From an optimization exercise on the open Yosys and OpenROAD flow, aimed at small area, a short achievable clock period and few clock cycles; shortcuts taken in it are not production practice.
The RTL was checked by simulation tests, not by an equivalence proof against the original design.
Power figures rest on the tool's default switching activity, not on a simulated workload.

==> run a: inputs <==
// nicore_mdu
module nicore_mdu(
  input         clock,
  input         reset,
  input         flush,
  input         mul_valid,
  input         mulw,
  input  [1:0]  mul_op,
  input  [63:0] multiplicand,
  input  [63:0] multiplier,
  output        mul_out_valid,
  output [63:0] mul_result,
  input         div_valid,
  input         divw,
  input         div_signed,
  input  [63:0] dividend,
  input  [63:0] divisor,
  output        div_out_valid,
  output [63:0] quotient,
  output [63:0] remainder
);
export LEC_CHECK = 0
export ABC_AREA = 1
export CAP_MARGIN = 20
export CORE_MARGIN = 2
export CORE_UTILIZATION = 30
export SETUP_SLACK_MARGIN = 5
export SLEW_MARGIN = 20
create_clock -name core_clock -period 10.0 [get_ports {clock}]
run.sh (not shown) runs the stock make flow with config.mk's settings and CLKGATE_MAP_FILE= SYNTH_SCRIPT=/design/flow/synth_recipe.tcl, a recipe that flattens the netlist after the stock synthesis.
==> run b (differences from run a) <==
--- a/flow/design.v
+++ b/flow/design.v
@@ -16,18 +16,18 @@
   input  [63:0] divisor,
   output        div_out_valid,
   output [63:0] quotient,
   output [63:0] remainder
 );
-  reg sMUL, sMCORR, sDSETUP, sDSHIFT, sDITER, sDCORR, sDNEGR, sDNEGQ, sDONE;
+  reg sMUL, sMCORR, sDSETUP, sDSHR, sDITER, sDCORR, sDNEGR, sDNEGQ, sDONE;
   reg [65:0] H;
   reg [63:0] L;
   reg [64:0] M;
   reg [6:0]  cnt;
-  reg [6:0]  tsh;
+  reg [4:0]  rsh;      
   reg        prev;
-  reg        isdiv, w, hi, sgn, corr, sa, sb, full, noit;
+  reg        isdiv, w, hi, sgn, corr, sa, sb, full;
   reg cx_H, cx_HL, cx_nH, cx_nL;
   reg c0n, c0m1, c0m2, c1n, c1m1, c1m2, ccin, cinj0, cskip;
   function [6:0] lzc64(input [63:0] v);
     reg [31:0] z1; reg [31:0] c1;
     reg [15:0] z2; reg [31:0] c2;
@@ -91,50 +91,41 @@
   wire [6:0]  lzBn   = lzc64(~M[63:0]);
   wire [6:0]  lzA    = sa ? lzAn : lzAp;
   wire [6:0]  lzB    = sb ? lzBn : lzBp;
   wire [7:0]  dd     = {1'b0, lzB} - {1'b0, lzA};    
   wire        dbig   = dd[6] | (&dd[5:0]);
-  reg  [6:0]  t_n, n_n;
+  reg  [6:0]  n_n;
+  reg  [4:0]  rsh_n;
   reg         noit_n;
   always @(*) begin
     noit_n = 1'b0;
     if (full_n) begin
-      t_n = 7'd0; n_n = w ? 7'd31 : 7'd63;
+      n_n = w ? 7'd31 : 7'd63; rsh_n = 5'd0;
     end else if (dd[7]) begin
-      t_n = 7'd64; n_n = 7'd0; noit_n = 1'b1;
+      n_n = 7'd0; rsh_n = 5'd0; noit_n = 1'b1;
     end else if (dbig) begin
-      t_n = 7'd0; n_n = 7'd63;
+      n_n = 7'd63; rsh_n = 5'd16;
     end else begin
-      t_n = {1'b0, ~dd[5:0]}; n_n = dd[6:0];
-    end
-  end
-  wire [63:0] r0 = tsh[0] ? {L[62:0],  L[63]}     : L;
-  wire [63:0] r1 = tsh[1] ? {r0[61:0], r0[63:62]} : r0;
-  wire [63:0] r2 = tsh[2] ? {r1[59:0], r1[63:60]} : r1;
-  wire [63:0] r3 = tsh[3] ? {r2[55:0], r2[63:56]} : r2;
-  wire [63:0] r4 = tsh[4] ? {r3[47:0], r3[63:48]} : r3;
-  wire [63:0] r5 = tsh[5] ? {r4[31:0], r4[63:32]} : r4;
-  reg  [63:0] lowmask;
-  integer i;
-  always @(*) begin
-    for (i = 0; i < 64; i = i + 1) lowmask[i] = ({1'b0, tsh} > i);
-  end
-  wire idle      = ~(sMUL | sMCORR | sDSETUP | sDSHIFT | sDITER | sDCORR | sDNEGR | sDNEGQ | sDONE);
+      n_n = {dd[6:2], 2'b11}; rsh_n = {1'b0, dd[5:2]} + 5'd1;
+    end
+  end
+  wire [4:0] rsh_m = rsh - (cskip ? 5'd4 : 5'd1);
+  wire idle      = ~(sMUL | sMCORR | sDSETUP | sDSHR | sDITER | sDCORR | sDNEGR | sDNEGQ | sDONE);
   wire start_mul = idle & mul_valid & ~flush;
   wire start_div = idle & ~mul_valid & div_valid & ~flush;
   wire go        = ~flush;
   wire negq      = sa ^ sb;
   wire [6:0] cnt_m    = cnt - (cskip ? 7'd4 : 7'd1);
   wire       mul_last = (cnt_m == 7'd0);
   wire       cnt_z    = (cnt == 7'd0);
   wire       cnt_1    = (cnt == 7'd1);
-  wire goto_post = go & ((sDSHIFT & noit) | (sDITER & cnt_z & ~psn));
+  wire goto_post = go & ((sDSETUP & noit_n) | (sDITER & cnt_z & ~psn));
   wire nMUL   = start_mul | (sMUL & go & ~mul_last);
   wire nMCORR = sMUL & go & mul_last & corr;
   wire nDSETUP = start_div;
-  wire nDSHIFT = sDSETUP & go;
-  wire nDITER = go & ((sDSHIFT & ~noit) | (sDITER & ~cnt_z));
+  wire nDSHR  = go & ((sDSETUP & ~full_n & ~noit_n) | (sDSHR & (rsh_m != 5'd0)));
+  wire nDITER = go & ((sDSETUP & full_n) | (sDSHR & (rsh_m == 5'd0)) | (sDITER & ~cnt_z));
   wire nDCORR = go & sDITER & cnt_z & psn;
   wire nDNEGR = goto_post & sa;
   wire post_q = (goto_post & ~sa) | (go & (sDNEGR | sDCORR));    
   wire nDNEGQ = post_q & negq;
   wire nDONE  = (sMUL & go & mul_last & ~corr) | (sMCORR & go) | (post_q & ~negq) | (go & sDNEGQ);
@@ -148,19 +139,19 @@
   wire subM_n  = ~psign_n ^ sb;
   wire sa_in   = div_signed & (divw ? dividend[31] : dividend[63]);
   wire sb_in   = div_signed & (divw ? divisor[31] : divisor[63]);
   always @(posedge clock) begin
     if (reset) begin
-      sMUL <= 1'b0; sMCORR <= 1'b0; sDSETUP <= 1'b0; sDSHIFT <= 1'b0; sDITER <= 1'b0;
+      sMUL <= 1'b0; sMCORR <= 1'b0; sDSETUP <= 1'b0; sDSHR <= 1'b0; sDITER <= 1'b0;
       sDCORR <= 1'b0; sDNEGR <= 1'b0; sDNEGQ <= 1'b0; sDONE <= 1'b0;
     end else begin
-      sMUL <= nMUL; sMCORR <= nMCORR; sDSETUP <= nDSETUP; sDSHIFT <= nDSHIFT; sDITER <= nDITER;
+      sMUL <= nMUL; sMCORR <= nMCORR; sDSETUP <= nDSETUP; sDSHR <= nDSHR; sDITER <= nDITER;
       sDCORR <= nDCORR; sDNEGR <= nDNEGR; sDNEGQ <= nDNEGQ; sDONE <= nDONE;
     end
   end
   always @(posedge clock) begin
-    cx_H  <= nMUL | nMCORR | (nDCORR & ~sa);
+    cx_H  <= nMUL | nMCORR | nDSHR | (nDCORR & ~sa);
     cx_HL <= nDITER;
     cx_nH <= nDNEGR | (nDCORR & sa);
     cx_nL <= nDNEGQ | (nDSETUP & sa_in);
     c0m1  <= (nMUL & nb0[1]) | nMCORR | nDITER | nDCORR | (nDSETUP & ~sa_in);
     c0m2  <= nMUL & nb0[0];
@@ -168,15 +159,15 @@
     c1m1  <= nMUL & nb1[1];
     c1m2  <= nMUL & nb1[0];
     c1n   <= nMUL & nb1[2];
     ccin  <= (nMUL & nb1[2]) | (nDITER & subM_n) | (nDCORR & (sb | sa)) | nDSETUP | nDNEGR | nDNEGQ;
     cinj0 <= nDCORR & sa & ~sb;
-    cskip <= nMUL & skip_n;
+    cskip <= (nMUL & skip_n) | (nDSHR & ((sDSETUP ? rsh_n : rsh_m) >= 5'd4));
   end
   always @(posedge clock) begin
     if (idle) begin
-      H    <= 66'd0;
+      H    <= mul_valid ? 66'd0 : {2'b00, divw ? {{32{div_signed & dividend[31]}}, dividend[31:0]} : dividend};
       prev <= 1'b0;
       cnt  <= mulw ? 7'd8 : 7'd16;
       if (mul_valid) begin
         isdiv <= 1'b0;
         w     <= mulw;
@@ -193,41 +184,39 @@
         L     <= divw ? {{32{div_signed & dividend[31]}}, dividend[31:0]} : dividend;
         M     <= divw ? {{33{div_signed & divisor[31]}}, divisor[31:0]}
                       : {div_signed & divisor[63], divisor};
       end
     end
-    if (sMUL) begin
+    if (sMUL | sDSHR) begin
       if (cskip) begin
         H    <= {{16{H[65]}}, H[65:16]};
         L    <= {H[15:0], L[63:16]};
         prev <= L[15];
       end else begin
         H    <= sum[69:4];
         L    <= {sum[3:0], L[63:4]};
         prev <= L[3];
       end
-      cnt <= cnt_m;
-    end
+    end
+    if (sMUL) cnt <= cnt_m;
+    if (sDSHR) rsh <= rsh_m;
     if (sMCORR | sDCORR | sDNEGR) H <= sum[65:0];
     if (sDSETUP) begin
       full <= full_n;
-      noit <= noit_n;
-      tsh  <= t_n;
+      rsh  <= rsh_n;
       cnt  <= n_n;
-      if (sa) begin
-        L <= sum[63:0];
-        H <= 66'd0;
+      if (full_n) begin
+        if (sa) begin
+          H <= 66'd0;
+          L <= w ? {sum[31:0], 31'd0, 1'b1} : sum[63:0];
+        end else begin
+          H <= w ? {34'd0, sum[31:0]} : {2'b00, sum[63:0]};
+          if (w) L <= {L[31:0], 31'd0, 1'b1};
+        end
       end else begin
-        H <= w ? {34'd0, sum[31:0]} : {2'b00, sum[63:0]};
-      end
-    end
-    if (sDSHIFT) begin
-      if (full) begin
-        if (w) L <= {L[31:0], 31'd0, 1'b1};
-      end else begin
-        H <= {2'b00, r5 & lowmask};
-        L <= r5 & ~lowmask;
+        if (sa) H <= {2'b00, sum[63:0]};
+        L <= 64'd0;
       end
     end
     if (sDITER) begin
       H     <= sum[65:0];
       L     <= {L[62:0], ~psn};
==> flow/flow/run.sh (new file) <==
#!/bin/bash
# The standard layout, with a small buffer (buf_1) on every input and output
# port instead of the resizer's default choice. Everything else, synthesis
# included, is the standard flow (standard.sh).
set -euo pipefail
export BUFFER_PORTS_ARGS="-buffer_cell sky130_fd_sc_hd__buf_1"
bash standard.sh finish > standard.log 2>&1
==> flow/standard.sh (new file) <==
#!/bin/bash
# synth_recipe.tcl (not shown) runs the flow's synth.tcl, then flattens the netlist and writes it again
# the make line also repeats each setting of config.mk as NAME=value (left out here)
make -C /OpenROAD-flow-scripts/flow DESIGN_CONFIG=/design/flow/config.mk WORK_HOME=/design/flow/orfs CLKGATE_MAP_FILE= SYNTH_SCRIPT=/design/flow/synth_recipe.tcl "${@:-finish}"
Settings changed: ABC_AREA 1 to unset, CORE_UTILIZATION 30 to 40.
removed: flow/run.sh
==> run c (differences from run a) <==
--- a/flow/design.v
+++ b/flow/design.v
@@ -102,15 +102,14 @@
     end else if (dd[7]) begin
       t_n = 7'd64; n_n = 7'd0; noit_n = 1'b1;
     end else if (dbig) begin
       t_n = 7'd0; n_n = 7'd63;
     end else begin
-      t_n = {1'b0, ~dd[5:0]}; n_n = dd[6:0];
-    end
-  end
-  wire [63:0] r0 = tsh[0] ? {L[62:0],  L[63]}     : L;
-  wire [63:0] r1 = tsh[1] ? {r0[61:0], r0[63:62]} : r0;
+      t_n = {1'b0, ~dd[5:2], 2'b00}; n_n = {dd[6:2], 2'b11};
+    end
+  end
+  wire [63:0] r1 = L;
   wire [63:0] r2 = tsh[2] ? {r1[59:0], r1[63:60]} : r1;
   wire [63:0] r3 = tsh[3] ? {r2[55:0], r2[63:56]} : r2;
   wire [63:0] r4 = tsh[4] ? {r3[47:0], r3[63:48]} : r3;
   wire [63:0] r5 = tsh[5] ? {r4[31:0], r4[63:32]} : r4;
   reg  [63:0] lowmask;
==> flow/flow/run.sh (new file) <==
#!/bin/bash
# The standard layout, with a small buffer (buf_1) on every input and output
# port instead of the resizer's default choice. Everything else, synthesis
# included, is the standard flow (standard.sh).
set -euo pipefail
export BUFFER_PORTS_ARGS="-buffer_cell sky130_fd_sc_hd__buf_1"
bash standard.sh finish > standard.log 2>&1
==> flow/standard.sh (new file) <==
#!/bin/bash
# synth_recipe.tcl (not shown) runs the flow's synth.tcl, then flattens the netlist and writes it again
# the make line also repeats each setting of config.mk as NAME=value (left out here)
make -C /OpenROAD-flow-scripts/flow DESIGN_CONFIG=/design/flow/config.mk WORK_HOME=/design/flow/orfs CLKGATE_MAP_FILE= SYNTH_SCRIPT=/design/flow/synth_recipe.tcl "${@:-finish}"
Settings changed: ABC_AREA 1 to unset, CORE_UTILIZATION 30 to 40.
removed: flow/run.sh
==> flow_summary_export.csv <==
group,metric,value,unit
run_status,status,"timing/DRC/antenna clean",
yosys,yosys.area.top_type,"nand2_1",
yosys,synth_edf_count,87,
setup_path,cp_slowest_cell,"o21ai_0",
clocking,clk_pin_slew,0.06,ns
sta,fin_crit_sh,51.1,%
floorplan,initial_core_util,30.2,%
clocking,cts_htree_levels,2,
detailed_routing,first_pass_iters,7,
layout,fin_util,37.7,%
yosys,avgSynthCellArea,5.60,um2
pwr,power.internal,3490,uW
floorplan,die_x,362,um
clocking,clk_latency,0.65,ns
the above is filed under run a

==> flow_summary_export.csv <==
group,metric,value,unit
clocking,clk_latency,0.66,ns
run_status,status,"timing/DRC/antenna clean",
yosys,yosys.area.top_type,"dfxtp_1",
yosys,synth_edf_count,84,
setup_path,cp_slowest_cell,"dfxtp_1",
sta,fin_crit_sh,50.8,%
yosys,avgSynthCellArea,7.45,um2
pwr,power.internal,3540,uW
detailed_routing,first_pass_iters,8,
clocking,clk_pin_slew,0.07,ns
floorplan,initial_core_util,40.5,%
the above is filed under run b

==> flow_summary_export.csv <==
group,metric,value,unit
floorplan,die_x,298,um
yosys,synth_edf_count,85,
layout,fin_util,46.7,%
pwr,power.internal,3330,uW
run_status,status,"timing/DRC/antenna clean",
clocking,clk_latency,0.60,ns
detailed_routing,first_pass_iters,9,
sta,fin_crit_sh,50.3,%
floorplan,initial_core_util,40.4,%
yosys,avgSynthCellArea,7.45,um2
the above is filed under run c

Testbench counts of run a, summed over its fixed seeds: cycles 39,640.
Testbench counts of run b, summed over its fixed seeds: cycles 40,753.
Testbench counts of run c, summed over its fixed seeds: cycles 40,663.

what the ideal ports hide:
No port has a modelled driver above. Below, the same layouts with a new extraction and two added sets of constraints. Step 1 sets driving cells, clkbuf_16 on the clock port and buf_2 on the other inputs (assumed; they add their load-dependent delay and slew). Step 2 adds t to the input delays and takes it off the output delays; t is the mean of the earliest and latest rising clock arrival at the registers after step 1. Input paths then give back, and output paths get back, about the clock's delay inside the block. Three values: ideal, step 1, step 2; two values: the first two.
run	t (ns)	setup WS [ns]	worst setup path after step 2	clock arrival spread, ns	worst register clock-pin slew, ns
run a	0.697	4.890 / 4.890 / 4.220	input to register	0.042 / 0.041	0.07 / 0.07
run b	0.710	4.923 / 4.917 / 4.377	input to register	0.048 / 0.047	0.07 / 0.07
run c	0.653	4.968 / 4.945 / 4.509	input to register	0.054 / 0.054	0.07 / 0.07
After both steps setup and hold are still met in every run listed. The setup slack of run a, which loses most, moves by 0.000 ns with the drivers and by -0.670 ns with both steps.
